This is an optimization exercise on Yosys and OpenROAD, whose aim is small area and a short achievable clock period, not a production implementation.
The RTL was checked by simulation tests, not by an equivalence proof against the original design.
Power and IR drop assume default switching activity.

===== design/flow/config.mk =====
export PLATFORM = sky130hd
export DESIGN_NAME = gelu_lut_module
export DESIGN_NICKNAME = gelu_lut_module
export VERILOG_FILES = /design/flow/design.v
export SDC_FILE = /design/flow/constraint.sdc
export NUM_CORES = 4
export LEC_CHECK = 0
export ABC_AREA = 1
export CAP_MARGIN = 70
export CORE_MARGIN = 2
export CORE_UTILIZATION = 40
export SETUP_SLACK_MARGIN = 2.65
export SLEW_MARGIN = 70
export TNS_END_PERCENT = 5

===== design/flow/constraint.sdc =====
create_clock -name core_clock -period 5.0 [get_ports {clk}]
set_input_delay 1.0000 -clock core_clock [delete_from_list [all_inputs] [get_ports {clk}]]
set_output_delay 1.0000 -clock core_clock [all_outputs]
set_load 0.01 [all_outputs]

===== design/flow/design.v =====
`timescale 1ns / 1ps
module gelu_lut_module (
    input                       clk,
    input                       rst_n,
    input                       in_valid,
    input      signed [15:0]    in_data,
    output reg                  out_valid,
    output     signed [10:0]    out_data
);
    reg         v1, s1;
    reg  [9:0]  m1;
    wire [5:0]  c;
    wire [9:0]  xa = in_data[9:0];
    wire [9:0]  lowor;
    genvar gi;
    generate for (gi = 0; gi < 10; gi = gi + 1) begin : g_or
        assign lowor[gi] = |xa[gi:0];
    end endgenerate
    wire [5:0]  pos_lo = s1 ? 6'd0 : m1[5:0];
    wire [4:0]  hi     = s1 ? 5'd0 : {1'b0, m1[9:6]};
    wire [6:0]  dlo    = {1'b0, pos_lo} - {1'b0, c};
    always @(posedge clk or negedge rst_n)
        if (!rst_n) begin v1 <= 1'b0; out_valid <= 1'b0; end
        else begin v1 <= in_valid; out_valid <= v1; end
    always @(posedge clk) begin
        s1 <= in_data[10];
        m1 <= xa ^ ({10{in_data[10]}} & {lowor[8:0], 1'b0});
    end
    reg  [5:0]  lo2;
    reg         b2;
    reg  [4:0]  hi2, hm2;
    always @(posedge clk) begin
        lo2 <= dlo[5:0];
        b2  <= dlo[6];
        hi2 <= hi;
        hm2 <= hi - 5'd1;
    end
    assign out_data = {b2 ? hm2 : hi2, lo2};
    gelu_c u_c (.a(m1), .y(c));
endmodule
module gelu_c (input [9:0] a, output [5:0] y);
  wire n17, n18, n19, n20, n21, n22, n23,
    n24, n25, n26, n27, n28, n29, n30, n31,
    n32, n33, n34, n35, n37, n38, n39, n40,
    n41, n42, n43, n44, n45, n46, n47, n48,
    n49, n51, n52, n53, n54, n55, n56, n57,
    n58, n59, n60, n61, n62, n63, n64, n65,
    n66, n67, n68, n69, n70, n71, n72, n73,
    n74, n75, n76, n77, n78, n79, n80, n81,
    n82, n83, n84, n85, n86, n87, n88, n89,
    n90, n91, n92, n93, n95, n96, n97, n98,
    n99, n100, n101, n102, n103, n104, n105,
    n106, n107, n108, n109, n110, n111, n112,
    n113, n114, n115, n116, n117, n118, n119,
    n120, n121, n122, n123, n124, n125, n126,
    n127, n128, n129, n130, n131, n132, n133,
    n134, n135, n137, n138, n139, n140, n141,
    n142, n143, n144, n145, n146, n147, n148,
    n149, n150, n151, n152, n153, n154, n155,
    n156, n157, n158, n159, n160, n161, n162,
    n163, n164, n165, n166, n167, n168, n169,
    n170, n171, n172, n173, n174, n175, n176,
    n177, n178, n179, n180, n181, n182, n183,
    n184, n185, n186, n187, n188, n189, n190,
    n191, n192, n193, n194, n195, n196, n197,
    n198, n199, n200, n201, n202, n203, n205,
    n206, n207, n208, n209, n210, n211, n212,
    n213, n214, n215, n216, n217, n218, n219,
    n220, n221, n222, n223, n224, n225, n226,
    n227, n228, n229, n230, n231, n232, n233,
    n234, n235, n236, n237, n238, n239, n240,
    n241, n242, n243, n244, n245, n246, n247,
    n248, n249, n250, n251, n252, n253, n254,
    n255, n256, n257, n258, n259, n260, n261,
    n262, n263, n264, n265, n266, n267, n268,
    n269, n270, n271, n272, n273, n274, n275,
    n276, n277, n278, n279, n280, n281, n282,
    n283, n284, n285, n286, n287, n288, n289,
    n290, n291, n292, n293, n294, n295, n296,
    n297, n298, n299, n300, n301;
  assign n17 = a[8] & a[7];
  assign n18 = ~a[8] & ~a[6];
  assign n19 = a[2] & a[1];
  assign n20 = ~a[3] & ~n19;
  assign n21 = a[4] & ~n20;
  assign n22 = ~a[8] & ~n21;
  assign n23 = a[1] & a[0];
  assign n24 = ~a[3] & ~n23;
  assign n25 = ~a[2] & n24;
  assign n26 = a[4] & ~n25;
  assign n27 = a[8] & n26;
  assign n28 = ~n22 & ~n27;
  assign n29 = ~a[5] & ~n28;
  assign n30 = a[8] & a[5];
  assign n31 = ~n29 & ~n30;
  assign n32 = a[6] & ~n31;
  assign n33 = ~n18 & ~n32;
  assign n34 = ~a[7] & ~n33;
  assign n35 = ~a[9] & ~n17;
  assign y[5] = ~n34 & n35;
  assign n37 = ~a[4] & n25;
  assign n38 = a[5] & ~n37;
  assign n39 = ~a[6] & ~n38;
  assign n40 = n34 & ~n39;
  assign n41 = ~a[3] & ~a[2];
  assign n42 = ~n24 & ~n41;
  assign n43 = a[4] & n42;
  assign n44 = a[8] & ~a[5];
  assign n45 = ~n43 & n44;
  assign n46 = a[6] & ~n45;
  assign n47 = a[7] & ~n18;
  assign n48 = ~n46 & n47;
  assign n49 = ~n40 & ~n48;
  assign y[4] = ~a[9] & ~n49;
  assign n51 = ~a[2] & ~a[1];
  assign n52 = ~a[0] & n51;
  assign n53 = a[3] & ~n52;
  assign n54 = a[4] & n53;
  assign n55 = a[5] & n54;
  assign n56 = ~a[7] & n18;
  assign n57 = ~n55 & n56;
  assign n58 = a[9] & ~n57;
  assign n59 = ~a[6] & ~n30;
  assign n60 = ~a[1] & ~a[0];
  assign n61 = a[2] & ~n60;
  assign n62 = ~a[3] & ~n61;
  assign n63 = ~a[4] & n62;
  assign n64 = ~a[8] & ~n63;
  assign n65 = ~a[5] & ~n64;
  assign n66 = ~a[3] & n51;
  assign n67 = a[8] & ~n66;
  assign n68 = a[4] & n67;
  assign n69 = ~a[4] & ~a[3];
  assign n70 = n52 & n69;
  assign n71 = ~n26 & ~n70;
  assign n72 = ~a[8] & ~n71;
  assign n73 = ~a[5] & ~n68;
  assign n74 = ~n72 & n73;
  assign n75 = n65 & ~n74;
  assign n76 = n59 & ~n75;
  assign n77 = ~n46 & ~n76;
  assign n78 = a[7] & ~n77;
  assign n79 = ~a[8] & ~a[4];
  assign n80 = a[3] & n61;
  assign n81 = ~a[4] & ~n80;
  assign n82 = a[8] & ~n81;
  assign n83 = ~n79 & ~n82;
  assign n84 = ~a[5] & ~n83;
  assign n85 = a[3] & ~n51;
  assign n86 = a[4] & n85;
  assign n87 = n38 & ~n86;
  assign n88 = n59 & ~n87;
  assign n89 = ~n84 & n88;
  assign n90 = ~n32 & ~n89;
  assign n91 = ~a[7] & ~n90;
  assign n92 = ~a[9] & ~n78;
  assign n93 = ~n91 & n92;
  assign y[3] = ~n58 & ~n93;
  assign n95 = n51 & n69;
  assign n96 = ~a[5] & n95;
  assign n97 = n57 & ~n96;
  assign n98 = a[9] & ~n97;
  assign n99 = ~a[4] & ~n42;
  assign n100 = n22 & ~n99;
  assign n101 = ~a[5] & ~n27;
  assign n102 = ~n100 & n101;
  assign n103 = ~a[8] & n69;
  assign n104 = ~n68 & ~n103;
  assign n105 = a[5] & ~n104;
  assign n106 = a[6] & ~n105;
  assign n107 = ~n102 & n106;
  assign n108 = ~a[5] & ~n82;
  assign n109 = n26 & ~n53;
  assign n110 = ~a[8] & a[3];
  assign n111 = ~n109 & n110;
  assign n112 = n108 & ~n111;
  assign n113 = a[3] & n19;
  assign n114 = ~a[4] & ~n113;
  assign n115 = ~n25 & n114;
  assign n116 = ~n86 & ~n115;
  assign n117 = ~a[8] & ~n116;
  assign n118 = ~n68 & ~n117;
  assign n119 = a[5] & ~n118;
  assign n120 = ~a[6] & ~n112;
  assign n121 = ~n119 & n120;
  assign n122 = ~a[7] & ~n107;
  assign n123 = ~n121 & n122;
  assign n124 = a[4] & n80;
  assign n125 = ~a[8] & ~n124;
  assign n126 = a[5] & ~n125;
  assign n127 = ~n27 & n126;
  assign n128 = ~n75 & ~n127;
  assign n129 = ~a[6] & ~n128;
  assign n130 = ~n30 & ~n65;
  assign n131 = n46 & ~n130;
  assign n132 = a[7] & ~n131;
  assign n133 = ~n129 & n132;
  assign n134 = ~a[9] & ~n123;
  assign n135 = ~n133 & n134;
  assign y[2] = n98 | n135;
  assign n137 = a[9] & ~a[7];
  assign n138 = a[6] & ~a[5];
  assign n139 = n125 & n138;
  assign n140 = a[5] & ~n54;
  assign n141 = ~a[2] & ~n23;
  assign n142 = a[3] & ~n141;
  assign n143 = a[4] & n142;
  assign n144 = ~a[8] & ~n95;
  assign n145 = ~n143 & n144;
  assign n146 = ~a[5] & ~n145;
  assign n147 = n59 & ~n140;
  assign n148 = ~n146 & n147;
  assign n149 = ~n139 & ~n148;
  assign n150 = n137 & ~n149;
  assign n151 = a[8] & n37;
  assign n152 = ~n20 & ~n113;
  assign n153 = ~n99 & n152;
  assign n154 = ~a[8] & ~n153;
  assign n155 = n101 & ~n154;
  assign n156 = a[5] & n104;
  assign n157 = ~n72 & n156;
  assign n158 = ~n155 & ~n157;
  assign n159 = ~n151 & ~n158;
  assign n160 = a[6] & ~n159;
  assign n161 = ~a[4] & a[2];
  assign n162 = a[4] & ~n62;
  assign n163 = ~n19 & n53;
  assign n164 = n162 & ~n163;
  assign n165 = ~n161 & ~n164;
  assign n166 = ~a[8] & ~n165;
  assign n167 = n108 & ~n166;
  assign n168 = a[4] & n66;
  assign n169 = ~a[0] & n66;
  assign n170 = ~a[4] & ~n169;
  assign n171 = a[8] & ~n168;
  assign n172 = ~n170 & n171;
  assign n173 = ~n41 & ~n85;
  assign n174 = a[4] & ~n173;
  assign n175 = ~a[3] & ~n141;
  assign n176 = ~n19 & ~n175;
  assign n177 = ~a[4] & ~n176;
  assign n178 = ~a[8] & ~n174;
  assign n179 = ~n177 & n178;
  assign n180 = a[5] & ~n172;
  assign n181 = ~n179 & n180;
  assign n182 = ~a[6] & ~n181;
  assign n183 = ~n167 & n182;
  assign n184 = ~a[7] & ~n183;
  assign n185 = ~n160 & n184;
  assign n186 = ~n74 & ~n127;
  assign n187 = a[8] & n95;
  assign n188 = ~n186 & ~n187;
  assign n189 = ~a[6] & ~n188;
  assign n190 = n64 & ~n162;
  assign n191 = a[3] & a[2];
  assign n192 = ~a[4] & ~n191;
  assign n193 = a[5] & ~n192;
  assign n194 = ~n190 & n193;
  assign n195 = ~n43 & ~n63;
  assign n196 = a[8] & ~n195;
  assign n197 = n65 & ~n196;
  assign n198 = a[6] & ~n194;
  assign n199 = ~n197 & n198;
  assign n200 = a[7] & ~n199;
  assign n201 = ~n189 & n200;
  assign n202 = ~a[9] & ~n185;
  assign n203 = ~n201 & n202;
  assign y[1] = n150 | n203;
  assign n205 = a[5] & n26;
  assign n206 = ~a[4] & ~n85;
  assign n207 = ~a[5] & ~n206;
  assign n208 = ~n124 & n207;
  assign n209 = ~n205 & ~n208;
  assign n210 = a[6] & ~n209;
  assign n211 = n140 & ~n206;
  assign n212 = ~n66 & n114;
  assign n213 = ~a[5] & ~n143;
  assign n214 = ~n212 & n213;
  assign n215 = ~n211 & ~n214;
  assign n216 = ~a[6] & ~n215;
  assign n217 = ~a[8] & n137;
  assign n218 = ~n210 & n217;
  assign n219 = ~n216 & n218;
  assign n220 = n81 & ~n175;
  assign n221 = a[5] & ~n109;
  assign n222 = ~n220 & n221;
  assign n223 = ~a[0] & n69;
  assign n224 = ~n19 & ~n51;
  assign n225 = ~n223 & ~n224;
  assign n226 = ~a[2] & n223;
  assign n227 = ~a[5] & ~n225;
  assign n228 = ~n226 & n227;
  assign n229 = ~a[8] & ~n228;
  assign n230 = ~n222 & n229;
  assign n231 = ~a[5] & ~n25;
  assign n232 = ~n142 & n231;
  assign n233 = ~n85 & ~n169;
  assign n234 = ~a[4] & ~n233;
  assign n235 = ~n143 & ~n168;
  assign n236 = ~n234 & n235;
  assign n237 = n87 & n236;
  assign n238 = a[8] & ~n232;
  assign n239 = ~n237 & n238;
  assign n240 = a[6] & ~n230;
  assign n241 = ~n239 & n240;
  assign n242 = ~n61 & n85;
  assign n243 = ~n60 & n174;
  assign n244 = ~n43 & ~n243;
  assign n245 = ~n242 & ~n244;
  assign n246 = ~n19 & ~n141;
  assign n247 = ~n60 & ~n246;
  assign n248 = ~a[3] & ~n247;
  assign n249 = a[3] & ~n246;
  assign n250 = ~a[4] & ~n249;
  assign n251 = ~n248 & n250;
  assign n252 = ~a[8] & ~n251;
  assign n253 = ~n245 & n252;
  assign n254 = a[8] & ~n236;
  assign n255 = ~n253 & ~n254;
  assign n256 = a[5] & ~n255;
  assign n257 = ~a[4] & ~a[1];
  assign n258 = ~a[2] & n53;
  assign n259 = a[2] & n60;
  assign n260 = n24 & ~n259;
  assign n261 = ~n113 & ~n260;
  assign n262 = ~n258 & n261;
  assign n263 = a[4] & ~n262;
  assign n264 = ~a[8] & ~n257;
  assign n265 = ~n263 & n264;
  assign n266 = n82 & n195;
  assign n267 = ~a[5] & ~n187;
  assign n268 = ~n266 & n267;
  assign n269 = ~n265 & n268;
  assign n270 = ~a[6] & ~n269;
  assign n271 = ~n256 & n270;
  assign n272 = ~a[7] & ~n241;
  assign n273 = ~n271 & n272;
  assign n274 = ~n62 & n114;
  assign n275 = ~n43 & ~n274;
  assign n276 = a[8] & ~n275;
  assign n277 = n65 & ~n276;
  assign n278 = ~n169 & n192;
  assign n279 = ~n43 & ~n278;
  assign n280 = a[8] & ~n279;
  assign n281 = ~n190 & ~n280;
  assign n282 = a[5] & ~n281;
  assign n283 = a[6] & ~n277;
  assign n284 = ~n282 & n283;
  assign n285 = n67 & ~n85;
  assign n286 = ~n53 & n170;
  assign n287 = ~a[8] & ~n26;
  assign n288 = ~n286 & n287;
  assign n289 = ~a[5] & ~n285;
  assign n290 = ~n288 & n289;
  assign n291 = n26 & ~n191;
  assign n292 = ~n66 & n206;
  assign n293 = ~n291 & ~n292;
  assign n294 = a[8] & ~n293;
  assign n295 = n126 & ~n294;
  assign n296 = ~a[6] & ~n290;
  assign n297 = ~n295 & n296;
  assign n298 = a[7] & ~n284;
  assign n299 = ~n297 & n298;
  assign n300 = ~a[9] & ~n299;
  assign n301 = ~n273 & n300;
  assign y[0] = n219 | n301;
endmodule

===== design/flow/flow/run.sh =====
#!/bin/bash
set -euo pipefail
args=()
while IFS= read -r line || [[ -n "$line" ]]; do
  [[ -z "$line" || "$line" == \#* ]] && continue
  args+=("$line")
done < flow/make_args.txt
bash standard.sh "${args[@]}" finish > run_make.log 2>&1

===== design/flow/flow/make_args.txt =====
ADDER_MAP_FILE=
BUFFER_PORTS_ARGS=-buffer_cell sky130_fd_sc_hd__buf_1
CTS_ARGS=-sink_clustering_enable -repair_clock_nets -dont_use_dummy_load
SYNTH_ARGS=-noabc

===== design/flow/standard.sh =====
#!/bin/bash
# synth_recipe.tcl (not shown) runs the flow's synth.tcl, then flattens the netlist and writes it again
# the make line also repeats each setting of config.mk as NAME=value (left out here)
make -C /OpenROAD-flow-scripts/flow DESIGN_CONFIG=/design/flow/config.mk WORK_HOME=/design/flow/orfs CLKGATE_MAP_FILE= SYNTH_SCRIPT=/design/flow/synth_recipe.tcl "${@:-finish}"

==> results.cfg, run 1 <==
[clock_network]
cts_tree = done
clock_path_buffers = 2
cts_root_buf = clkbuf_8
cts_buffers = 5
cts_hold_buf = 0
cts_num_sinks = 29
htree_levels = 2
clk_pin_slew_ps = 60
clk_latency_ps = 270

[route]
drt_iter0_markers = 205
wl_mm = 6.45
dr.pass1.iters = 5
ant_nets = 0
post_drt_wl_per_cell_um = 13.0
routed_via_density = 5.24
vias = 2609
drc = 0

[critical_path]
setup.worst_path.end_class = register
critical_path.startpoint_type = register
cp.required_ps = 5160
critPathKind = reg2reg
cp_data_arrival_time_ps = 2420
path_max_fanout = 8

[sta]
tightest_slew_ps = 375
hold_viol = 0
fin_crit_sh_pct = 45.1
finalSetupTns_ps = 0
rsz0062_at_grt = yes
setup_viol = 0
fmax_mhz = 443
maxSlewHeadroom_pct = 74.9
final.min_clock_period_ps = 2260
fin_worst_skew_ps = 5.69
maxSlewViolCount = 0

[layout]
finalNetCount = 444
diodes = 0
n_fill_cell = 642
post_layout_nonfiller_instances = 498
synthToLayoutAreaGrowth_pct = 12.6
mostFrequentLayoutCells = nand2_1 (123), nand3_1 (42), nor2_1 (39)
final_common_cell = nand2_1
drive_gt1_share_pct = 19.1

[synthesis]
yosysSeqAreaShare_pct = 24.4
yosysWarnings = 1
avgSynthCellArea_um2 = 6.02
synth_area_um2 = 2420
yosysUniqueCellTypes = 33
syn_inst = 402
async_flop_share_pct = 6.90
ys_ff_latch = 29
ys.flop_type = dfxtp_1
synth_nets = 421
synth_edf_count = 0

[floorplan]
ioPinCount = 31
die_x_um = 81.8
dieArea_um2 = 6690
die_h_um = 81.8
rows = 28
start_util_pct = 41.1
core-area_um2 = 5890

[pwr]
power.internal_mw = 0.515
pwr-share-comb_pct = 47.1
p_leak_nw = 1.36
pwr-share-clk_pct = 18.0
cellPowerDensity_nw_per_um2 = 329
p_sw_mw = 0.381
seqPwrFrac_pct = 35.0
switching_share_pct = 42.5
p_total_mw = 0.896
vdd_drop_max_mv = 0.160

[place]
place_inst = 489
gp_congestion = 0.954
numPortBuffers = 25
hpwl_mm = 4.90

[global_route]
grt_usage_pct = 20.8
grt_max_degree = 23
antenna_found_initial = 0
grt_pass1_vias = 2328
grt_pass1_wl_mm = 10.8
grt-ovfl-total = 0

[flow_run]
maxCapViolCount = 0

[hold_path]
min_path_type = reg2reg

[outcome]
outcome = no timing/DRC/antenna violations
==> routing by layer <==
layer	share of wire, %	global-route usage [%]	up-vias
met4	3.1	8.17	0
li1	-	-	1328
met5	0	0	-
met1	45	28.3	1157
met3	6.3	3.41	21
met2	45	32.7	103
==> worst paths after layout <==
check                             to  slack, ps  start  depth (start not counted)
max                               b2       2740  m1[2]                         18
min                        out_valid        360     v1                          0
max reg2reg                       b2       2740  m1[2]                         18
min reg2reg                out_valid        360     v1                          0
max in group asynchronous  out_valid       4370  rst_n                          1
min in group asynchronous         v1        500  rst_n                          1
==> Yosys cell counts, types with 3 or more instances <==
master	count	area share, %
a21oi_1	16	3.3
buf_2	6	1.2
buf_4	6	1.9
dfxtp_1	27	22
inv_1	31	4.8
inv_2	7	1.1
mux2_2	4	1.9
nand2_1	130	20
nand2_2	16	4.1
nand2_4	5	2.3
nand3_1	45	9.3
nand3_2	6	2.5
nand3b_1	3	0.93
nand4_1	3	0.78
nor2_1	42	6.5
nor2_2	4	1.0
o21ai_0	10	2.1
o21ai_1	6	1.2
xnor2_1	8	2.9
xor2_1	7	2.5
==> cell type report <==
| type | count | area (um2) | area share, % |
|---|---|---|---|
| Multi-Input combinational cell | 320 | 1660 | 61.1 |
| Clock buffer | 5 | 68.8 | 2.53 |
| Sequential cell | 29 | 607 | 22.3 |
| Tap cell | 75 | 93.8 | 3.44 |
| Timing Repair Buffer | 30 | 133 | 4.87 |
| Inverter | 39 | 159 | 5.83 |
==> sequential cells by signal, summed over array words and instances, names as in the netlist <==
register	flops
s1	1
out_valid	1
m1	10
b2	1
hi2	4
hm2	5
lo2	6
v1	1
==> worst max-delay path: stages (launching register included) <==
cell	delay, ps
dfxtp_4	380
nor2_4	250
nand2_4	140
nand2_4	90
nand2_2	60
nand2_2	70
nand2_2	70
nand2_2	70
nand2_1	50
nand2_1	60
nand3_1	80
nand3_2	140
nand3_1	130
nand2_4	120
inv_2	40
nor2_2	110
nand2_1	60
a21oi_1	150
nor2_1	60
==> per-stage QoR <==
step | hold WS, ps | instance area, um2 | util [%] | worst slack, ps
final | 356 | 2730 | 46.3 | 2740
after CTS | 359 | 2610 | 44.3 | 2650
after global routing | 370 | 2730 | 46.3 | 2620
after detailed placement | 345 | 2530 | 43.1 | 2540
after floorplan | 331 | 2420 | - | 2900
after global placement | 342 | 2530 | 43.0 | 2250
==> what timing repair did <==
item                       4_1_cts  5_1_grt
hold endpoints to repair         0        0
setup buffers                    0        4
gates resized for setup          3       34
setup endpoints to repair        4        5
pin swaps                        0        8
==> power groups by stage <==
stage / Sequential (mW) / Combinational, mW / Clock, mW
floorplan: 0.307 / 0.312 / 0
CTS: 0.312 / 0.393 / 0.169
global placement: 0.315 / 0.392 / 0
finish: 0.313 / 0.422 / 0.161
global route: 0.321 / 0.480 / 0.177
detailed placement: 0.317 / 0.391 / 0
==> cell families after synthesis <==
group	after synthesis	share of synthesized area, %
compound gates	44	10.2
xor+xnor	15	5.43
buf+inv	53	9.46
flops	29	24.4
mux	4	1.86
simple gates	257	48.6
==> inputs of run 2 (changes only) <==
==> design/flow/flow/make_args.txt (replaced) <==
ADDER_MAP_FILE=
BUFFER_PORTS_ARGS=-buffer_cell sky130_fd_sc_hd__buf_1
CTS_ARGS=-sink_clustering_enable -repair_clock_nets -dont_use_dummy_load
--- a/design/flow/config.mk
+++ b/design/flow/config.mk
@@ -9,6 +9,7 @@
 export CAP_MARGIN = 70
 export CORE_MARGIN = 2
 export CORE_UTILIZATION = 40
+export PLACE_DENSITY = 0.6
 export SETUP_SLACK_MARGIN = 2.65
 export SLEW_MARGIN = 70
 export TNS_END_PERCENT = 5
==> results.cfg, run 2 <==
[outcome]
outcome = no timing/DRC/antenna violations

[clock_network]
clock_path_buffers = 2
cts_hold_buf = 0
cts_root_buf = clkbuf_8
cts_tree = done
cts_num_sinks = 29
htree_levels = 2
cts_buffers = 5
clk_latency_ps = 270
clk_pin_slew_ps = 60

[synthesis]
synth_area_um2 = 2350
ys.flop_type = dfxtp_1
avgSynthCellArea_um2 = 5.70
ys_top_cells_by_area = nand2_1 (25%), dfxtp_1 (23%), nand3_1 (12%), nor2_1 (7.3%), inv_1 (4.9%)
yosysTopAreaCellShare_pct = 24.6
yosysSeqAreaShare_pct = 25.1
synth_top_area_cell = nand2_1
synth.most_common_cell = nand2_1
synth_nets = 432
ys_top_cells_by_count = nand2_1 (154), nand3_1 (55), nor2_1 (46), inv_1 (31), dfxtp_1 (27)
async_flop_share_pct = 6.90
ys_ff_latch = 29
synth_edf_count = 0
syn_inst = 413
yosysWarnings = 1
yosysUniqueCellTypes = 30

[global_route]
antenna_found_initial = 0
grt-ovfl-total = 0
grt_max_degree = 24
grt_pass1_wl_mm = 11.2
grt_usage_pct = 21.8
grt_pass1_vias = 2423

[flow_run]
maxCapViolCount = 0

[route]
vias = 2650
drt_iter0_markers = 289
drc = 0
wl_mm = 6.64
dr.pass1.iters = 5
ant_nets = 0
post_drt_wl_per_cell_um = 13.2
routed_via_density = 5.26

[sta]
fmax_mhz = 456
tightest_slew_ps = 366
finalSetupTns_ps = 0
fin_crit_sh_pct = 43.8
rsz0062_at_grt = yes
final.min_clock_period_ps = 2190
maxSlewHeadroom_pct = 75.6
hold_viol = 0
maxSlewViolCount = 0
fin_worst_skew_ps = 16.7
setup_viol = 0
fin_ws_ps = 2810

[critical_path]
critPathKind = reg2out
setup.worst_path.end_class = output pin
path_cells = mux2_2 -> buf_1
cp_slowest_cell = dfxtp_1
cp_data_arrival_time_ps = 1190
path_max_fanout = 5
slowest_delay_ps = 430
critical_path.startpoint_type = register
cp.required_ps = 4000

[floorplan]
die_h_um = 80.7
core-area_um2 = 5610
start_util_pct = 42.0
ioPinCount = 31
dieArea_um2 = 6510
rows = 27
die_x_um = 80.7

[place]
hpwl_mm = 4.80
place_inst = 496
gp_congestion = 0.918
numPortBuffers = 25
place_ws_ps = 2600

[layout]
finish.utilization_pct = 47.8
finalNetCount = 453
mostFrequentLayoutCells = nand2_1 (144), nand3_1 (52), nor2_1 (41)
final_common_cell = nand2_1
synthToLayoutAreaGrowth_pct = 13.8
drive_gt1_share_pct = 13.4
reg_top3 = m1: 10 flops, lo2: 6 flops, hm2: 5 flops
post_layout_nonfiller_instances = 504
largest_reg_flops = 10
n_fill_cell = 624
diodes = 0
regMostFlops = m1

[pwr]
seqPwrFrac_pct = 35.9
p_leak_nw = 1.33
switching_share_pct = 42.9
power.internal_mw = 0.505
pwr-share-clk_pct = 18.6
cellPowerDensity_nw_per_um2 = 330
vdd_drop_max_mv = 0.171
p_sw_mw = 0.379
pwr-share-comb_pct = 45.5

[hold_path]
min_path_type = reg2reg
[run 2: area by class of cell]
class                   instances  area [um2]  share of cell area, %
multi-input cells             331        1620                   60.6
flip-flops and latches         29         616                   23.0
inverters                      39         165                   6.17
repair buffers                 28         116                   4.34
well taps                      72        90.1                   3.36
clock buffers                   5        68.8                   2.57
[run 2: repair_timing]
item | CTS | global route
setup buffers | 0 | 3
endpoints found under the setup margin | 3 | 5
resized for setup | 4 | 36
pin swaps | 0 | 1
[run 2: metrics by stage]
step	total power [mW]	hold slack, ps	instance area, um2
2_1_floorplan	0.600	331	2350
3_3_place_gp	0.688	341	2470
3_5_place_dp	0.690	340	2470
4_1_cts	0.862	364	2550
5_1_grt	0.967	365	2680
6_report	0.884	364	2680
[run 2: metal layers]
metal	track usage [%]	up-vias	share of wire [%]
met5	0	-	0
li1	-	1365	-
met2	33.7	118	45
met1	30.0	1154	45
met3	4.27	13	7.9
met4	7.97	0	2.1
[run 2: power groups by stage]
stage | registers [mW] | clock network (mW) | logic, mW
5_1_grt | 0.324 | 0.185 | 0.458
3_3_place_gp | 0.320 | 0 | 0.368
3_5_place_dp | 0.321 | 0 | 0.369
6_report | 0.317 | 0.164 | 0.403
2_1_floorplan | 0.304 | 0 | 0.297
4_1_cts | 0.317 | 0.173 | 0.372
[run 2: final timing paths]
check | slack, ps | end | start | cells past startpoint
max | 2810 | out_data[8] | b2 | 2
min | 360 | out_valid | v1 | 0
max reg2reg | 2870 | lo2[4] | m1[2] | 17
min reg2reg | 360 | out_valid | v1 | 0
max in group asynchronous | 4380 | v1 | rst_n | 1
min in group asynchronous | 500 | out_valid | rst_n | 1
[run 2: cells by family (layout without fill, tap and decap cells)]
group | Yosys count | count (layout) | share of synthesized area, %
simple gates | 278 | 278 | 50.6
compound gates | 37 | 37 | 8.72
buf+inv | 53 | 72 | 9.25
xor+xnor | 12 | 12 | 4.47
flops | 29 | 29 | 25.1
mux | 4 | 4 | 1.91
[run 2: critical path: cells and delay by family, from the launching register on]
kind,cells,cell delay [ps]
DFF,1,430
muxes,1,360
buffers and inverters,1,130
==> inputs of run 3 (changes only) <==
--- a/design/flow/config.mk
+++ b/design/flow/config.mk
@@ -9,7 +9,7 @@
 export CAP_MARGIN = 70
 export CORE_MARGIN = 2
 export CORE_UTILIZATION = 40
-export PLACE_DENSITY = 0.6
+export PLACE_DENSITY = 0.75
 export SETUP_SLACK_MARGIN = 2.65
 export SLEW_MARGIN = 70
 export TNS_END_PERCENT = 5
==> results.cfg, run 3 <==
[sta]
final.min_clock_period_ps = 2200
finalSetupTns_ps = 0
fmax_mhz = 455
hold_viol = 0
maxSlewHeadroom_pct = 74.7
fin_ws_ps = 2800
fin_worst_skew_ps = 8.02
tightest_slew_ps = 379
rsz0062_at_grt = yes
setup_viol = 0
fin_crit_sh_pct = 44.0
maxSlewViolCount = 0

[synthesis]
ys_top_cells_by_area = nand2_1 (25%), dfxtp_1 (23%), nand3_1 (12%), nor2_1 (7.3%), inv_1 (4.9%)
yosysSeqAreaShare_pct = 25.1
synth_top_family_by_area = simple AND/OR/NAND/NOR gates
avgSynthCellArea_um2 = 5.70
syn_inst = 413
ys.flop_type = dfxtp_1
ys_ff_latch = 29
ys_top_cells_by_count = nand2_1 (154), nand3_1 (55), nor2_1 (46), inv_1 (31), dfxtp_1 (27)
synth_edf_count = 0
synth_compound_area_share_pct = 8.72
synth-adder-area-share_pct = 0
async_flop_share_pct = 6.90
yosysUniqueCellTypes = 30
synth_nets = 432
synth.most_common_cell = nand2_1
synth-xor-area-share_pct = 4.47
synth_area_um2 = 2350
muxShareOfSynthArea_pct = 1.91
yosysWarnings = 1
yosysTopAreaCellShare_pct = 24.6
synth-simple-area-share_pct = 50.6
synth_top_area_cell = nand2_1

[route]
routed_via_density = 5.43
dr.pass1.iters = 7
drc = 0
ant_nets = 0
post_drt_wl_per_cell_um = 12.7
drt_iter0_markers = 294
vias = 2747
wl_mm = 6.44

[layout]
mostFrequentLayoutCells = nand2_1 (144), nand3_1 (51), nor2_1 (40)
n_fill_cell = 591
largest_reg_flops = 10
drive_gt1_share_pct = 15.0
diodes = 0
finalNetCount = 455
final_common_cell = nand2_1
final_area_um2 = 2710
reg_top3 = m1: 10 flops, lo2: 6 flops, hm2: 5 flops
post_layout_nonfiller_instances = 506
regMostFlops = m1
synthToLayoutAreaGrowth_pct = 15.3

[clock_network]
cts_hold_buf = 0
cts_buffers = 5
cts_num_sinks = 29
clk_pin_slew_ps = 60
cts_tree = done
cts_root_buf = clkbuf_8
clock_path_buffers = 2
htree_levels = 2
clk_latency_ps = 280

[global_route]
antenna_found_initial = 0
grt-ovfl-total = 0
grt_usage_pct = 20.6
grt_pass1_vias = 2326
grt_pass1_wl_mm = 10.5
grt_max_degree = 24

[place]
hpwl_mm = 4.64
gp_congestion = 1.01
place_inst = 496
place_area_um2 = 2470
numPortBuffers = 25
place_ws_ps = 2600

[critical_path]
critical_path.startpoint_type = register
reg2reg_from = m1[8]
critPathKind = reg2out
setup.worst_path.end_class = output pin
cp.required_ps = 4000
path_max_fanout = 5
crit_start = b2
cp_data_arrival_time_ps = 1200

[hold_path]
min_path_type = reg2reg
hold_start = v1

[pwr]
switching_share_pct = 43.0
p_sw_mw = 0.384
vdd_drop_max_mv = 0.140
power.internal_mw = 0.508
pwr-share-comb_pct = 46.1
pwr-share-clk_pct = 18.5
p_total_mw = 0.892
cellPowerDensity_nw_per_um2 = 329
seqPwrFrac_pct = 35.5
p_leak_nw = 1.34

[outcome]
outcome = no timing/DRC/antenna violations

[flow_run]
maxCapViolCount = 0

[floorplan]
core-area_um2 = 5610
start_util_pct = 42.0
die_x_um = 80.7
dieArea_um2 = 6510
ioPinCount = 31
die_h_um = 80.7
rows = 27
run 3: cell counts after synthesis:
No cell type changed its count.
run 3: final cells by class:
| class | instances | area (um2) | area share, % |
|---|---|---|---|
| Multi-Input combinational cell | 331 | 1650 | 60.7 |
| Sequential cell | 29 | 616 | 22.7 |
| Inverter | 39 | 163 | 5.99 |
| Timing Repair Buffer | 30 | 129 | 4.75 |
| Tap cell | 72 | 90.1 | 3.32 |
| Clock buffer | 5 | 68.8 | 2.54 |
run 3: layer usage:
layer	track usage (%)	wire length, um	vias up
li1	-	-	1376
met1	27.0	2670	1177
met2	31.6	2850	163
met3	4.72	682	31
met4	10.2	237	0
met5	0	0	-
run 3: critical path, cell delays in order, from the launching register on:
cell and delay (ps):
dfxtp_1 430, mux2_2 360, buf_1 120
run 3: what timing repair did:
item | CTS | global route
endpoints found under the setup margin | 3 | 5
pin swaps | 0 | 2
buffers inserted | 0 | 5
gates resized for setup | 3 | 45
run 3: through the flow:
stage	utilization, %	hold WS [ps]
after floorplan	-	331
after detailed placement	44.1	336
after global placement	44.0	343
after CTS	45.4	362
final	48.4	359
after global routing	48.4	366
run 3: power by group through the flow:
stage          registers (mW)  logic, mW  clock network (mW)
2_1_floorplan           0.304      0.297                   0
3_3_place_gp            0.318      0.364                   0
3_5_place_dp            0.320      0.368                   0
4_1_cts                 0.316      0.370               0.173
5_1_grt                 0.321      0.465               0.183
6_report                0.316      0.411               0.165
run 3: logic make-up after synthesis:
family          after synthesis
mux                           4
xor+xnor                     12
simple gates                278
compound gates               37
buf+inv                      53
flops                        29
run 3: path summary, 6_finish.rpt:
kind / endpoint / slack [ps] / cells past startpoint
worst max register to register: lo2[5] / 2840 / 17
worst min-delay path: out_valid / 360 / 0
min in group asynchronous: out_valid / 490 / 1
worst max-delay path: out_data[8] / 2800 / 2
worst min register to register: out_valid / 360 / 0
max in group asynchronous: v1 / 4380 / 1
==> inputs of run 4 (changes only) <==
--- a/design/flow/config.mk
+++ b/design/flow/config.mk
@@ -7,9 +7,9 @@
 export LEC_CHECK = 0
 export ABC_AREA = 1
 export CAP_MARGIN = 70
+export CORE_ASPECT_RATIO = 0.5
 export CORE_MARGIN = 2
 export CORE_UTILIZATION = 40
-export PLACE_DENSITY = 0.75
 export SETUP_SLACK_MARGIN = 2.65
 export SLEW_MARGIN = 70
 export TNS_END_PERCENT = 5
==> results.cfg, run 4 <==
[layout]
synthToLayoutAreaGrowth_pct = 18.3
largest_reg_flops = 10
finalNetCount = 455
drive_gt1_share_pct = 14.7
final_area_um2 = 2780
n_fill_cell = 589
mostFrequentLayoutCells = nand2_1 (144), nand3_1 (50), nor2_1 (42)
reg_top3 = m1: 10 flops, lo2: 6 flops, hm2: 5 flops
regMostFlops = m1
diodes = 0
final_common_cell = nand2_1

[flow_run]
maxCapViolCount = 0

[global_route]
grt_pass1_wl_mm = 11.2
grt-ovfl-total = 0
grt_pass1_vias = 2309
grt_usage_pct = 22.1
antenna_found_initial = 0
grt_max_degree = 24

[sta]
fmax_mhz = 457
hold_viol = 0
rsz0062_at_grt = no
maxSlewHeadroom_pct = 74.6
finalSetupTns_ps = 0
setup_viol = 0
fin_worst_skew_ps = 13.1
maxSlewViolCount = 0
fin_ws_ps = 2810
fin_crit_sh_pct = 43.8
final.min_clock_period_ps = 2190
tightest_slew_ps = 381

[synthesis]
yosysWarnings = 1
avgSynthCellArea_um2 = 5.70
yosysSeqAreaShare_pct = 25.1
synth_edf_count = 0
synth_top_area_cell = nand2_1
synth_nets = 432
synth.most_common_cell = nand2_1
yosysTopAreaCellShare_pct = 24.6
ys.flop_type = dfxtp_1
syn_inst = 413
ys_top_cells_by_count = nand2_1 (154), nand3_1 (55), nor2_1 (46), inv_1 (31), dfxtp_1 (27)
yosysUniqueCellTypes = 30
synth_area_um2 = 2350
ys_top_cells_by_area = nand2_1 (25%), dfxtp_1 (23%), nand3_1 (12%), nor2_1 (7.3%), inv_1 (4.9%)
ys_ff_latch = 29
async_flop_share_pct = 6.90

[place]
gp_congestion = 0.949
hpwl_mm = 5.21
place_ws_ps = 2520
place_area_um2 = 2480
numPortBuffers = 25

[critical_path]
critical_path.startpoint_type = register
cp_slowest_cell = dfxtp_4
cp.required_ps = 5160
slowest_delay_ps = 390
critPathKind = reg2reg
cpMostUsedCell = nand2_1
r2r_slack_ps = 2810
reg2reg_from = m1[2]
path_max_fanout = 10
path_cells = inv_2 -> nand2_1 -> nand2_1 -> nand3_1 -> nand2_1 -> nand2_1 -> nand3_1 -> nand2_1 -> nor2_1 -> nor2_1 -> nand2_1 -> nand2_1 -> nand2_2 -> nand3_2 -> nand2_1 -> nand2_1 -> nand3b_1 -> nand2_1
reg2reg_depth = 18
setup.worst_path.end_class = register
r2r_end = lo2[4]
cp_data_arrival_time_ps = 2350

[pwr]
vdd_drop_max_mv = 0.268
cellPowerDensity_nw_per_um2 = 361
p_total_mw = 1.01
p_leak_nw = 1.38

[floorplan]
ioPinCount = 31
core-area_um2 = 5590
die_h_um = 58.2
rows = 19
dieArea_um2 = 6550
die_x_um = 112
start_util_pct = 42.1

[clock_network]
cts_hold_buf = 0
cts_tree = done
cts_num_sinks = 29
htree_levels = 2
clock_path_buffers = 2
clk_latency_ps = 280
clk_pin_slew_ps = 50
cts_buffers = 5
cts_root_buf = clkbuf_16

[route]
post_drt_wl_per_cell_um = 14.2
dr.pass1.iters = 5
ant_nets = 0
drt_iter0_markers = 343
vias = 2787
routed_via_density = 5.50
wl_mm = 7.20
drc = 0

[hold_path]
min_path_type = reg2reg
hold_depth = 0
holdPathEnd = out_valid
hold_start = v1

[outcome]
outcome = no timing/DRC/antenna violations
-- run 4: layer usage --
metal | share of wire (%) | track usage, % | vias up
met1 | 44 | 29.4 | 1206
met5 | 0 | 0 | -
met2 | 41 | 34.4 | 183
met3 | 12 | 8.05 | 21
li1 | - | - | 1377
met4 | 2.5 | 5.40 | 0
-- run 4: per-stage QoR --
stage               hold WS (ps)  util, %  cells
floorplan                    331        -    413
finish                       336     49.8    507
detailed placement           345     44.4    498
CTS                          339     46.8    503
global route                 342     49.8    507
global placement             344     44.3    498
-- run 4: layout make-up --
cell class | count | area, um2 | share of cell area, %
Clock buffer | 5 | 125 | 4.49
Multi-Input combinational cell | 331 | 1650 | 59.1
Timing Repair Buffer | 30 | 141 | 5.08
Sequential cell | 29 | 613 | 22.0
Inverter | 39 | 168 | 6.02
Tap cell | 73 | 91.3 | 3.28
-- run 4: worst max path at each step --
| stage | start | endpoint | slack, ps |
|---|---|---|---|
| detailed placement | m1[6] | lo2[5] | 2520 |
| global route | m1[3] | lo2[4] | 2610 |
| floorplan | in_data[1] | m1[9] | 2900 |
| global placement | m1[4] | b2 | 1970 |
| finish | m1[2] | lo2[4] | 2810 |
| CTS | m1[1] | lo2[5] | 2670 |
-- run 4: timing repair --
action / in CTS / in global routing
hold endpoints to repair: 0 / 0
endpoints found under the setup margin: 4 / 5
gates resized for setup: 4 / 42
pin swaps: 0 / 2
setup buffers: 0 / 4
-- run 4: worst max-delay path, delay by kind of cell (launching register included) --
kind,cells,cell delay [ps]
flip-flops,1,390
AND/OR/NAND/NOR,17,1540
buffers and inverters,1,140
-- run 4: kinds of logic (layout without fill, tap and decap cells) --
logic type / count (synthesis) / after routing / share of synthesized area, %
xor gates and xnor gates: 12 / 12 / 4.47
buffers and inverters: 53 / 74 / 9.25
DFF: 29 / 29 / 25.1
muxes: 4 / 4 / 1.91
and+or+nand+nor: 278 / 278 / 50.6
AOI/OAI and AO/OA: 37 / 37 / 8.72
-- run 4: power by group --
group	internal [mW]	switching [mW]
Clock	0.175	0.0970
Combinational	0.147	0.273
Sequential	0.274	0.0399
==> inputs of run 5 (changes only) <==
--- a/design/flow/config.mk
+++ b/design/flow/config.mk
@@ -7,7 +7,7 @@
 export LEC_CHECK = 0
 export ABC_AREA = 1
 export CAP_MARGIN = 70
-export CORE_ASPECT_RATIO = 0.5
+export CORE_ASPECT_RATIO = 2.0
 export CORE_MARGIN = 2
 export CORE_UTILIZATION = 40
 export SETUP_SLACK_MARGIN = 2.65
==> results.cfg, run 5 <==
[synthesis]
synth_area_um2 = 2350
synth_nets = 432
yosysWarnings = 1
synth_edf_count = 0
async_flop_share_pct = 6.90
synth_top_area_cell = nand2_1
ys_top_cells_by_count = nand2_1 (154), nand3_1 (55), nor2_1 (46), inv_1 (31), dfxtp_1 (27)
avgSynthCellArea_um2 = 5.70
yosysTopAreaCellShare_pct = 24.6
ys_top_cells_by_area = nand2_1 (25%), dfxtp_1 (23%), nand3_1 (12%), nor2_1 (7.3%), inv_1 (4.9%)
yosysUniqueCellTypes = 30
syn_inst = 413
yosysSeqAreaShare_pct = 25.1
synth.most_common_cell = nand2_1
ys.flop_type = dfxtp_1
ys_ff_latch = 29

[global_route]
grt_usage_pct = 26.0
grt_pass1_wl_mm = 12.8
grt_pass1_vias = 2771
grt_max_degree = 24
antenna_found_initial = 0
grt-ovfl-total = 0

[sta]
fmax_mhz = 447
rsz0062_at_grt = yes
setup_viol = 0
fin_crit_sh_pct = 44.7
fin_worst_skew_ps = 9.04
tightest_slew_ps = 387
maxSlewViolCount = 0
hold_viol = 0
maxSlewHeadroom_pct = 74.1
final.min_clock_period_ps = 2240
finalSetupTns_ps = 0

[layout]
regMostFlops = m1
finalNetCount = 464
multi_input_area_um2 = 1710
synthToLayoutAreaGrowth_pct = 23.0
ff_latch_area_um2 = 611
diodes = 0
reg_top3 = m1: 10 flops, lo2: 6 flops, hm2: 5 flops
mostFrequentLayoutCells = nand2_1 (136), nand3_1 (49), nor2_1 (37)
finish.utilization_pct = 50.7
final_area_um2 = 2900
largest_reg_flops = 10
final_common_cell = nand2_1
post_layout_nonfiller_instances = 504
drive_gt1_share_pct = 19.6
n_fill_cell = 630

[floorplan]
dieArea_um2 = 6550
start_util_pct = 41.2
die_x_um = 58.2
rows = 39
die_h_um = 112
ioPinCount = 31
core-area_um2 = 5710

[critical_path]
reg2reg_depth = 18
reg2reg_from = m1[3]
setup.worst_path.end_class = register
critPathKind = reg2reg
r2r_slack_ps = 2760
r2r_end = lo2[5]
cp.required_ps = 5170
cp_data_arrival_time_ps = 2400
path_max_fanout = 7
critical_path.startpoint_type = register

[route]
wl_mm = 8.29
drt_iter0_markers = 133
dr.pass1.iters = 5
vias = 2835
drc = 0
post_drt_wl_per_cell_um = 16.5
routed_via_density = 5.63
ant_nets = 0

[place]
place_inst = 486
numPortBuffers = 25
gp_congestion = 1.08
place_area_um2 = 2470
hpwl_mm = 6.11

[clock_network]
cts_buffers = 5
cts_hold_buf = 0
clk_latency_ps = 280
cts_root_buf = clkbuf_16
htree_levels = 2
clock_path_buffers = 2
clk_pin_slew_ps = 50
cts_tree = done
cts_num_sinks = 29

[hold_path]
min_path_type = reg2reg
hold_depth = 0
hold_start = v1
holdPathEnd = out_valid

[pwr]
p_leak_nw = 1.42
vdd_drop_max_mv = 0.377
cellPowerDensity_nw_per_um2 = 360

[flow_run]
maxCapViolCount = 0

[outcome]
outcome = no timing/DRC/antenna violations
[run 5: cell count changes in the layout (fill, tap and decap cells not counted), sizes merged]
cell / before / now
clkbuf: 6 / 5
buf: 29 / 39
clkinvlp: 0 / 2
clkinv: 2 / 0
[run 5: cell type report]
type                    count  share of cell area [%]
well taps                  61                    2.64
inverters                  39                    5.66
clock buffers               5                    4.32
multi-input cells         331                    59.2
flip-flops and latches     29                    21.1
repair buffers             39                    7.13
[run 5: what timing repair did]
| item | CTS | global route |
|---|---|---|
| pin swaps | 0 | 6 |
| endpoints found under the setup margin | 6 | 7 |
| buffers inserted | 0 | 13 |
| resized for setup | 8 | 58 |
[run 5: cells by family (layout without fill, tap and decap cells)]
logic type	count (synthesis)	after routing	synth area share, %
AO/OA/AOI/OAI	37	37	8.72
XOR/XNOR	12	12	4.47
buffers and inverters	53	83	9.25
flip-flops	29	29	25.1
multiplexers	4	4	1.91
AND/OR/NAND/NOR	278	278	50.6
[run 5: routing by layer]
metal / GRT usage [%] / wire length [um] / share of wire (%)
met4: 21.6 / 712 / 8.6
met3: 4.26 / 364 / 4.4
met2: 49.1 / 4640 / 56
met1: 22.2 / 2580 / 31
met5: 0 / 0 / 0
[run 5: metrics by stage]
step	setup WS [ps]	power, mW	hold WS (ps)
2_1_floorplan	2900	0.600	331
3_3_place_gp	1970	0.701	341
3_5_place_dp	2410	0.707	348
4_1_cts	2610	0.984	359
5_1_grt	2600	1.12	366
6_report	2760	1.04	355
[run 5: worst max-delay path by stage]
stage,start,endpoint,depth (start not counted)
3_5_place_dp,m1[2],lo2[4],17
3_3_place_gp,m1[8],b2,14
2_1_floorplan,in_data[1],m1[9],7
5_1_grt,m1[2],lo2[5],20
4_1_cts,m1[5],lo2[5],15
6_report,m1[3],lo2[5],18
[run 5: power breakdown]
group	internal (mW)	leakage [nW]	switching (mW)	total, mW
logic	0.163	1.11	0.299	0.462
registers	0.274	0.252	0.0383	0.313
clock network	0.174	0.0616	0.0933	0.268
[run 5: worst max-delay path: stages (launching register included)]
cell and delay, ps:
dfxtp_4 370, nor2_4 270, nand2_2 140, nand3_1 120, nand2_1 80, nor2_1 80
nand2_1 60, nand2_1 90, nand2_1 60, nand2_1 50, nand3_1 80, nand3_2 130
nand3_4 120, nand2_1 140, nand3_1 90, nand2_1 80, inv_1 40, nand3_1 50
nand2_1 50
==> inputs of run 6 (changes only) <==
--- a/design/flow/config.mk
+++ b/design/flow/config.mk
@@ -7,9 +7,9 @@
 export LEC_CHECK = 0
 export ABC_AREA = 1
 export CAP_MARGIN = 70
-export CORE_ASPECT_RATIO = 2.0
 export CORE_MARGIN = 2
 export CORE_UTILIZATION = 40
+export GPL_ROUTABILITY_DRIVEN = 0
 export SETUP_SLACK_MARGIN = 2.65
 export SLEW_MARGIN = 70
 export TNS_END_PERCENT = 5
==> results.cfg, run 6 <==
[synthesis]
ys_top_cells_by_count = nand2_1 (154), nand3_1 (55), nor2_1 (46), inv_1 (31), dfxtp_1 (27)
yosysTopAreaCellShare_pct = 24.6
async_flop_share_pct = 6.90
synth_nets = 432
synth.most_common_cell = nand2_1
synth_edf_count = 0
yosysSeqAreaShare_pct = 25.1
ys_ff_latch = 29
yosysWarnings = 1
avgSynthCellArea_um2 = 5.70
yosysUniqueCellTypes = 30
ys.flop_type = dfxtp_1
synth_top_area_cell = nand2_1
synth_area_um2 = 2350
ys_top_cells_by_area = nand2_1 (25%), dfxtp_1 (23%), nand3_1 (12%), nor2_1 (7.3%), inv_1 (4.9%)
syn_inst = 413

[sta]
maxSlewHeadroom_pct = 75.6
tightest_slew_ps = 366
fin_worst_skew_ps = 16.7
fin_crit_sh_pct = 43.8
finalSetupTns_ps = 0
fmax_mhz = 456
hold_viol = 0
setup_viol = 0
final.min_clock_period_ps = 2190
fin_ws_ps = 2810
rsz0062_at_grt = yes
maxSlewViolCount = 0

[layout]
largest_reg_flops = 10
diodes = 0
n_fill_cell = 624
multi_input_area_um2 = 1620
drive_gt1_share_pct = 13.4
reg_top3 = m1: 10 flops, lo2: 6 flops, hm2: 5 flops
ff_latch_area_um2 = 616
finalNetCount = 453
regMostFlops = m1
mostFrequentLayoutCells = nand2_1 (144), nand3_1 (52), nor2_1 (41)
final_common_cell = nand2_1
finish.utilization_pct = 47.8
synthToLayoutAreaGrowth_pct = 13.8
post_layout_nonfiller_instances = 504

[pwr]
switching_share_pct = 42.9
pwr-share-comb_pct = 45.5
p_leak_nw = 1.33
power.internal_mw = 0.505
cellPowerDensity_nw_per_um2 = 330
vdd_drop_max_mv = 0.171
seqPwrFrac_pct = 35.9
pwr-share-clk_pct = 18.6
p_sw_mw = 0.379

[clock_network]
cts_tree = done
htree_levels = 2
cts_root_buf = clkbuf_8
cts_num_sinks = 29
clock_path_buffers = 2
cts_hold_buf = 0
clk_pin_slew_ps = 60
clk_latency_ps = 270
cts_buffers = 5

[route]
routed_via_density = 5.26
post_drt_wl_per_cell_um = 13.2
drc = 0
wl_mm = 6.64
drt_iter0_markers = 289
ant_nets = 0
dr.pass1.iters = 5
vias = 2650

[floorplan]
rows = 27
dieArea_um2 = 6510
core-area_um2 = 5610
die_h_um = 80.7
die_x_um = 80.7
ioPinCount = 31
start_util_pct = 42.0

[critical_path]
critical_path.startpoint_type = register
critical_path.top_delay_family = flip-flops
cp_data_arrival_time_ps = 1190
critPathKind = reg2out
setup.worst_path.end_class = output pin
path_buf_inv = 1
cp_slowest_cell = dfxtp_1
slowest_delay_ps = 430
path_cells = mux2_2 -> buf_1
path_max_fanout = 5
cp.required_ps = 4000

[place]
hpwl_mm = 4.80
place_inst = 496
numPortBuffers = 25
place_ws_ps = 2600

[global_route]
grt-ovfl-total = 0
grt_pass1_wl_mm = 11.2
grt_usage_pct = 21.8
grt_max_degree = 24
grt_pass1_vias = 2423
antenna_found_initial = 0

[hold_path]
min_path_type = reg2reg

[flow_run]
maxCapViolCount = 0

[outcome]
outcome = no timing/DRC/antenna violations
[run 6: cell types whose count changed in the layout (fill, tap and decap cells not counted), sizes merged]
cell | previous run | this run
clkinvlp | 2 | 0
clkinv | 0 | 2
buf | 39 | 28
[run 6: per-stage QoR]
step                hold WS (ps)  total power [mW]  cell area [um2]
floorplan                    331             0.600             2350
global placement             341             0.688             2470
detailed placement           340             0.690             2470
CTS                          364             0.862             2550
global route                 365             0.967             2680
finish                       364             0.884             2680
[run 6: layout make-up]
cell class,count,area share [%]
flip-flops and latches,29,23.0
multi-input cells,331,60.6
well taps,72,3.36
clock buffers,5,2.57
inverters,39,6.17
repair buffers,28,4.34
[run 6: metal layers]
| layer | share of wire [%] | vias to the layer above | wire length, um | GRT usage [%] |
|---|---|---|---|---|
| met2 | 45 | 118 | 2970 | 33.7 |
| met4 | 2.1 | 0 | 142 | 7.97 |
| li1 | - | 1365 | - | - |
| met5 | 0 | - | 0 | 0 |
| met1 | 45 | 1154 | 3000 | 30.0 |
| met3 | 7.9 | 13 | 525 | 4.27 |
[run 6: kinds of logic (layout without fill, tap and decap cells)]
| family | after synthesis | count (layout) | synth area share (%) |
|---|---|---|---|
| AND/OR/NAND/NOR | 278 | 278 | 50.6 |
| buffers and inverters | 53 | 72 | 9.25 |
| AO/OA/AOI/OAI | 37 | 37 | 8.72 |
| flip-flops | 29 | 29 | 25.1 |
| XOR/XNOR | 12 | 12 | 4.47 |
| multiplexers | 4 | 4 | 1.91 |
[run 6: path summary, 6_finish.rpt]
check,startpoint,to,slack [ps],cells past startpoint
max in group asynchronous,rst_n,v1,4380,1
min reg2reg,v1,out_valid,360,0
min,v1,out_valid,360,0
max,b2,out_data[8],2810,2
min in group asynchronous,rst_n,out_valid,500,1
max reg2reg,m1[2],lo2[4],2870,17
[run 6: power by group through the flow]
| stage | clock network [mW] | logic, mW | registers, mW |
|---|---|---|---|
| final | 0.164 | 0.403 | 0.317 |
| after global routing | 0.185 | 0.458 | 0.324 |
| after CTS | 0.173 | 0.372 | 0.317 |
| after detailed placement | 0 | 0.369 | 0.321 |
| after global placement | 0 | 0.368 | 0.320 |
| after floorplan | 0 | 0.297 | 0.304 |
[run 6: what timing repair did]
item	4_1_cts	5_1_grt
buffers inserted	0	3
gates resized for setup	4	36
pin swaps	0	1
setup endpoints to repair	3	5
==> inputs of run 7 (changes only) <==
==> design/flow/flow/make_args.txt (replaced) <==
ADDER_MAP_FILE=
BUFFER_PORTS_ARGS=-buffer_cell sky130_fd_sc_hd__buf_1
CTS_ARGS=-sink_clustering_enable -repair_clock_nets -dont_use_dummy_load
SETUP_MOVE_SEQUENCE=unbuffer,sizeup,swap
--- a/design/flow/config.mk
+++ b/design/flow/config.mk
@@ -9,7 +9,6 @@
 export CAP_MARGIN = 70
 export CORE_MARGIN = 2
 export CORE_UTILIZATION = 40
-export GPL_ROUTABILITY_DRIVEN = 0
 export SETUP_SLACK_MARGIN = 2.65
 export SLEW_MARGIN = 70
 export TNS_END_PERCENT = 5
==> results.cfg, run 7 <==
[floorplan]
rows = 27
dieArea_um2 = 6510
ioPinCount = 31
die_x_um = 80.7
start_util_pct = 42.0
core-area_um2 = 5610
die_h_um = 80.7

[sta]
fin_ws_ps = 2810
final.min_clock_period_ps = 2190
setup_viol = 0
rsz0062_at_grt = yes
finalSetupTns_ps = 0
fmax_mhz = 456
fin_worst_skew_ps = 16.7
maxSlewHeadroom_pct = 75.4
tightest_slew_ps = 368
hold_viol = 0
maxSlewViolCount = 0
fin_crit_sh_pct = 43.9

[outcome]
outcome = no timing/DRC/antenna violations

[place]
place_area_um2 = 2470
hpwl_mm = 4.80
place_inst = 496
numPortBuffers = 25
gp_congestion = 0.918
place_ws_ps = 2600

[synthesis]
ys_top_cells_by_area = nand2_1 (25%), dfxtp_1 (23%), nand3_1 (12%), nor2_1 (7.3%), inv_1 (4.9%)
synth.most_common_cell = nand2_1
synth_top_area_cell = nand2_1
synth_edf_count = 0
synth_nets = 432
synth_area_um2 = 2350
yosysUniqueCellTypes = 30
syn_inst = 413
avgSynthCellArea_um2 = 5.70
yosysSeqAreaShare_pct = 25.1
ys.flop_type = dfxtp_1
yosysWarnings = 1
yosysTopAreaCellShare_pct = 24.6
async_flop_share_pct = 6.90
ys_top_cells_by_count = nand2_1 (154), nand3_1 (55), nor2_1 (46), inv_1 (31), dfxtp_1 (27)
ys_ff_latch = 29

[critical_path]
critical_path.startpoint_type = register
setup.worst_path.end_class = output pin
cp_data_arrival_time_ps = 1190
path_max_fanout = 5
critPathKind = reg2out
cp.required_ps = 4000

[layout]
diodes = 0
finalNetCount = 450
drive_gt1_share_pct = 14.9
post_layout_nonfiller_instances = 501
synthToLayoutAreaGrowth_pct = 14.4
final_area_um2 = 2690
largest_reg_flops = 10
final_common_cell = nand2_1
finish.utilization_pct = 48.0
reg_top3 = m1: 10 flops, lo2: 6 flops, hm2: 5 flops
regMostFlops = m1
mostFrequentLayoutCells = nand2_1 (142), nand3_1 (49), nor2_1 (41)

[hold_path]
min_path_type = reg2reg

[clock_network]
cts_hold_buf = 0
cts_tree = done
clock_path_buffers = 2
cts_root_buf = clkbuf_8
clk_latency_ps = 280
cts_num_sinks = 29
clk_pin_slew_ps = 60
cts_buffers = 5
htree_levels = 2

[flow_run]
maxCapViolCount = 0

[global_route]
antenna_found_initial = 0
grt_pass1_vias = 2423
grt_pass1_wl_mm = 11.2
gr-usage-met1_pct = 30.0
grt-ovfl-total = 0
grt_use_met3_pct = 4.27
grt_max_degree = 24
use_met2_pct = 33.7
grt_usage_pct = 21.8
busiest_layer = met2

[route]
wl_mm = 6.37
post_drt_wl_per_cell_um = 12.7
drc = 0
vias = 2637
ant_nets = 0
dr.pass1.iters = 6
drt_iter0_markers = 223
routed_via_density = 5.26

[pwr]
p_leak_nw = 1.33
vdd_drop_max_mv = 0.170
cellPowerDensity_nw_per_um2 = 328
[run 7: changes by cell type in the layout (fill, tap and decap cells not counted)]
cell,before,now
a21oi_1,13,11
a21oi_2,0,2
buf_4,3,0
inv_1,28,26
inv_2,5,7
inv_4,3,2
inv_6,1,2
nand2_1,144,142
nand2_2,13,14
nand2_4,2,3
nand3_1,52,49
nand3_2,4,7
[run 7: final cells by class]
cell class	instances	area [um2]
Fill cell	616	2920
Timing Repair Buffer	25	93.8
Sequential cell	29	616
Tap cell	72	90.1
Inverter	39	168
Clock buffer	5	68.8
Multi-Input combinational cell	331	1660
[run 7: metal layers]
metal  part of all wire (%)  vias up
met5                      0        -
met4                    2.1        0
met3                    6.6       12
met2                     45      106
met1                     46     1158
li1                       -     1361
[run 7: what timing repair did]
action,4_1_cts,5_1_grt
endpoints found under the hold margin,0,0
setup buffers,0,0
gates resized for setup,4,47
endpoints found under the setup margin,3,5
pin swaps,0,5
[run 7: final timing paths]
kind | start | end | slack (ps) | cells past startpoint
setup / recovery | b2 | out_data[8] | 2810 | 2
hold / removal | v1 | out_valid | 360 | 0
setup reg to reg | m1[4] | lo2[4] | 2850 | 16
hold reg to reg | v1 | out_valid | 360 | 0
max in group asynchronous | rst_n | v1 | 4380 | 1
min in group asynchronous | rst_n | out_valid | 500 | 1
[run 7: power by group]
| part | switching, mW | internal (mW) | total, mW |
|---|---|---|---|
| Combinational | 0.256 | 0.141 | 0.397 |
| Clock | 0.0751 | 0.0890 | 0.164 |
| Sequential | 0.0475 | 0.274 | 0.322 |
| Total | 0.379 | 0.504 | 0.883 |
[run 7: kinds of logic after synthesis]
group           count (synthesis)  synth area share, %
flops                          29                 25.1
compound gates                 37                 8.72
simple gates                  278                 50.6
buf+inv                        53                 9.25
mux                             4                 1.91
xor+xnor                       12                 4.47
[run 7: per-stage QoR]
| stage | power, mW | hold WS, ps |
|---|---|---|
| detailed placement | 0.690 | 340 |
| global placement | 0.688 | 341 |
| finish | 0.883 | 364 |
| floorplan | 0.600 | 331 |
| CTS | 0.862 | 364 |
| global route | 0.967 | 365 |
[run 7: worst max-delay path, stage by stage (launching register included)]
cell	delay, ps
dfxtp_1	430
mux2_2	360
buf_1	130
==> inputs of run 8 (changes only) <==
--- a/design/flow/config.mk
+++ b/design/flow/config.mk
@@ -9,6 +9,6 @@
 export CAP_MARGIN = 70
 export CORE_MARGIN = 2
 export CORE_UTILIZATION = 40
-export SETUP_SLACK_MARGIN = 2.65
+export SETUP_SLACK_MARGIN = 2.6
 export SLEW_MARGIN = 70
 export TNS_END_PERCENT = 5
==> results.cfg, run 8 <==
[clock_network]
clk_latency_ps = 280
cts_root_buf = clkbuf_8
cts_num_sinks = 29
cts_buffers = 5
cts_tree = done
clock_path_buffers = 2
clk_pin_slew_ps = 60
htree_levels = 2

[layout]
final_area_um2 = 2640
ff_latch_area_um2 = 613
reg_top3 = m1: 10 flops, lo2: 6 flops, hm2: 5 flops
multi_input_area_um2 = 1610
post_layout_nonfiller_instances = 501
regMostFlops = m1
synthToLayoutAreaGrowth_pct = 12.1
drive_gt1_share_pct = 12.1
n_fill_cell = 627
diodes = 0
largest_reg_flops = 10
finalNetCount = 450
mostFrequentLayoutCells = nand2_1 (147), nand3_1 (53), nor2_1 (41)
final_common_cell = nand2_1

[place]
place_ws_ps = 2600
gp_congestion = 0.918
place_inst = 496
hpwl_mm = 4.80
place_area_um2 = 2470
numPortBuffers = 25

[sta]
fmax_mhz = 456
maxSlewViolCount = 0
maxSlewHeadroom_pct = 75.9
setup_viol = 0
tightest_slew_ps = 361
hold_viol = 0
final.min_clock_period_ps = 2190
fin_worst_skew_ps = 16.5
rsz0062_at_grt = yes
fin_crit_sh_pct = 43.8
finalSetupTns_ps = 0
fin_ws_ps = 2810

[synthesis]
yosysWarnings = 1
synth_top_area_cell = nand2_1
ys_top_cells_by_area = nand2_1 (25%), dfxtp_1 (23%), nand3_1 (12%), nor2_1 (7.3%), inv_1 (4.9%)
synth_area_um2 = 2350
synth_nets = 432
syn_inst = 413
ys_ff_latch = 29
synth.most_common_cell = nand2_1
ys.flop_type = dfxtp_1
avgSynthCellArea_um2 = 5.70
synth_edf_count = 0
async_flop_share_pct = 6.90
yosysTopAreaCellShare_pct = 24.6
yosysUniqueCellTypes = 30
yosysSeqAreaShare_pct = 25.1
ys_top_cells_by_count = nand2_1 (154), nand3_1 (55), nor2_1 (46), inv_1 (31), dfxtp_1 (27)

[critical_path]
path_max_fanout = 5
reg2reg_from = m1[5]
setup.worst_path.end_class = output pin
slowest_delay_ps = 430
cp.required_ps = 4000
critPathKind = reg2out
reg2reg_depth = 15
critical_path.startpoint_type = register
r2r_end = lo2[5]
r2r_slack_ps = 2830
cp_slowest_cell = dfxtp_1
crit_start = b2
path_cells = mux2_2 -> buf_1
cp_data_arrival_time_ps = 1190

[floorplan]
start_util_pct = 42.0
die_h_um = 80.7
core-area_um2 = 5610
dieArea_um2 = 6510
rows = 27
die_x_um = 80.7
ioPinCount = 31

[route]
routed_via_density = 5.29
post_drt_wl_per_cell_um = 12.7
wl_mm = 6.38
vias = 2648
ant_nets = 0
dr.pass1.iters = 5
drt_iter0_markers = 255
drc = 0

[flow_run]
maxCapViolCount = 0

[global_route]
grt_usage_pct = 21.6
grt_pass1_vias = 2421
antenna_found_initial = 0
grt_pass1_wl_mm = 11.1
grt_max_degree = 24
grt-ovfl-total = 0

[hold_path]
holdPathEnd = out_valid
hold_depth = 0
min_path_type = reg2reg
hold_start = v1

[pwr]
p_leak_nw = 1.30
pwr-share-clk_pct = 18.8
cellPowerDensity_nw_per_um2 = 331
switching_share_pct = 42.7
vdd_drop_max_mv = 0.170
p_total_mw = 0.874
seqPwrFrac_pct = 36.8
pwr-share-comb_pct = 44.4
p_sw_mw = 0.373
power.internal_mw = 0.500

[outcome]
outcome = no timing/DRC/antenna violations
run 8: cell types whose count changed in the layout (fill, tap and decap cells not counted), sizes merged:
cell	previous run	this run
clkinvlp	0	1
clkinv	2	0
inv	37	38
run 8: per-stage QoR:
step / hold WS, ps / util (%)
after CTS: 364 / 45.4
after global routing: 365 / 47.0
final: 364 / 47.0
after global placement: 341 / 44.0
after detailed placement: 340 / 44.1
after floorplan: 331 / -
run 8: cells by family after synthesis:
kind of cell | Yosys count | share of synthesized area (%)
compound gates | 37 | 8.72
xor+xnor | 12 | 4.47
flops | 29 | 25.1
buf+inv | 53 | 9.25
simple gates | 278 | 50.6
mux | 4 | 1.91
run 8: how the worst max path moves through the flow:
stage / cells past startpoint / slack [ps] / to
2_1_floorplan: 7 / 2900 / m1[9]
3_3_place_gp: 16 / 2000 / lo2[5]
3_5_place_dp: 13 / 2600 / b2
4_1_cts: 19 / 2610 / lo2[4]
5_1_grt: 16 / 2570 / lo2[5]
6_report: 2 / 2810 / out_data[8]
run 8: final cells by class:
| type | instances | area share [%] |
|---|---|---|
| Inverter | 39 | 6.17 |
| Tap cell | 72 | 3.42 |
| Sequential cell | 29 | 23.2 |
| Multi-Input combinational cell | 331 | 61.0 |
| Timing Repair Buffer | 25 | 3.56 |
| Clock buffer | 5 | 2.61 |
run 8: critical path, delay by kind of cell (launching register included):
family                 cells  cell delay, ps
buffers and inverters      1             130
flip-flops                 1             430
multiplexers               1             360
run 8: layer usage:
layer	global-route usage, %	vias to the layer above	wire length (um)
li1	-	1363	-
met1	30.1	1177	2980
met2	33.5	94	2880
met3	3.60	14	369
met4	8.14	0	149
met5	0	-	0
run 8: repair_timing:
item                                    4_1_cts  5_1_grt
endpoints found under the setup margin        0        5
hold endpoints to repair                      0        0
resized for setup                             0       32
hold buffers                                  0        0
buffers inserted                              0        0
run 8: power by group through the flow:
stage / clock network, mW / logic [mW] / registers (mW)
2_1_floorplan: 0 / 0.297 / 0.304
3_3_place_gp: 0 / 0.368 / 0.320
3_5_place_dp: 0 / 0.369 / 0.321
4_1_cts: 0.173 / 0.371 / 0.316
5_1_grt: 0.184 / 0.444 / 0.328
6_report: 0.165 / 0.388 / 0.321

## re-timing with driven ports
In the flow no input, the clock included, has a driving cell. The finished layouts below were timed again as built, in two steps.
Step 1: set_driving_cell puts a clkbuf_16 on clk and a buf_2 on each other input, an assumption about the parent block.
Step 2 times the ports against the registers' clock, not the clock port: input delays grow and output delays shrink by t, the midpoint of the rising clock arrivals with the driver on.
Three values: ideal, step 1, step 2; two values: the first two.
| run | t, ns | slack for setup (ns) | hold WS [ns] | worst setup path at the end |
|---|---|---|---|---|
| run 1 | 0.294 | 2.744 / 2.744 / 2.659 | 0.356 / 0.356 / 0.356 | input to register |
| run 2 | 0.293 | 2.809 / 2.781 / 2.627 | 0.364 / 0.364 / 0.364 | input to register |
| run 3 | 0.304 | 2.801 / 2.771 / 2.614 | 0.359 / 0.359 / 0.359 | input to register |
| run 4 | 0.304 | 2.810 / 2.788 / 2.639 | 0.336 / 0.336 / 0.336 | input to register |
| run 5 | 0.309 | 2.764 / 2.764 / 2.568 | 0.355 / 0.355 / 0.355 | input to register |
| run 6 | 0.293 | 2.809 / 2.781 / 2.627 | 0.364 / 0.364 / 0.364 | input to register |
| run 7 | 0.294 | 2.807 / 2.780 / 2.626 | 0.364 / 0.364 / 0.364 | input to register |
| run 8 | 0.294 | 2.808 / 2.781 / 2.626 | 0.364 / 0.364 / 0.364 | input to register |
After both steps every run listed still meets setup and hold. The setup slack of run 5, which loses most, moves by 0.000 ns with the drivers and by -0.196 ns with both steps.
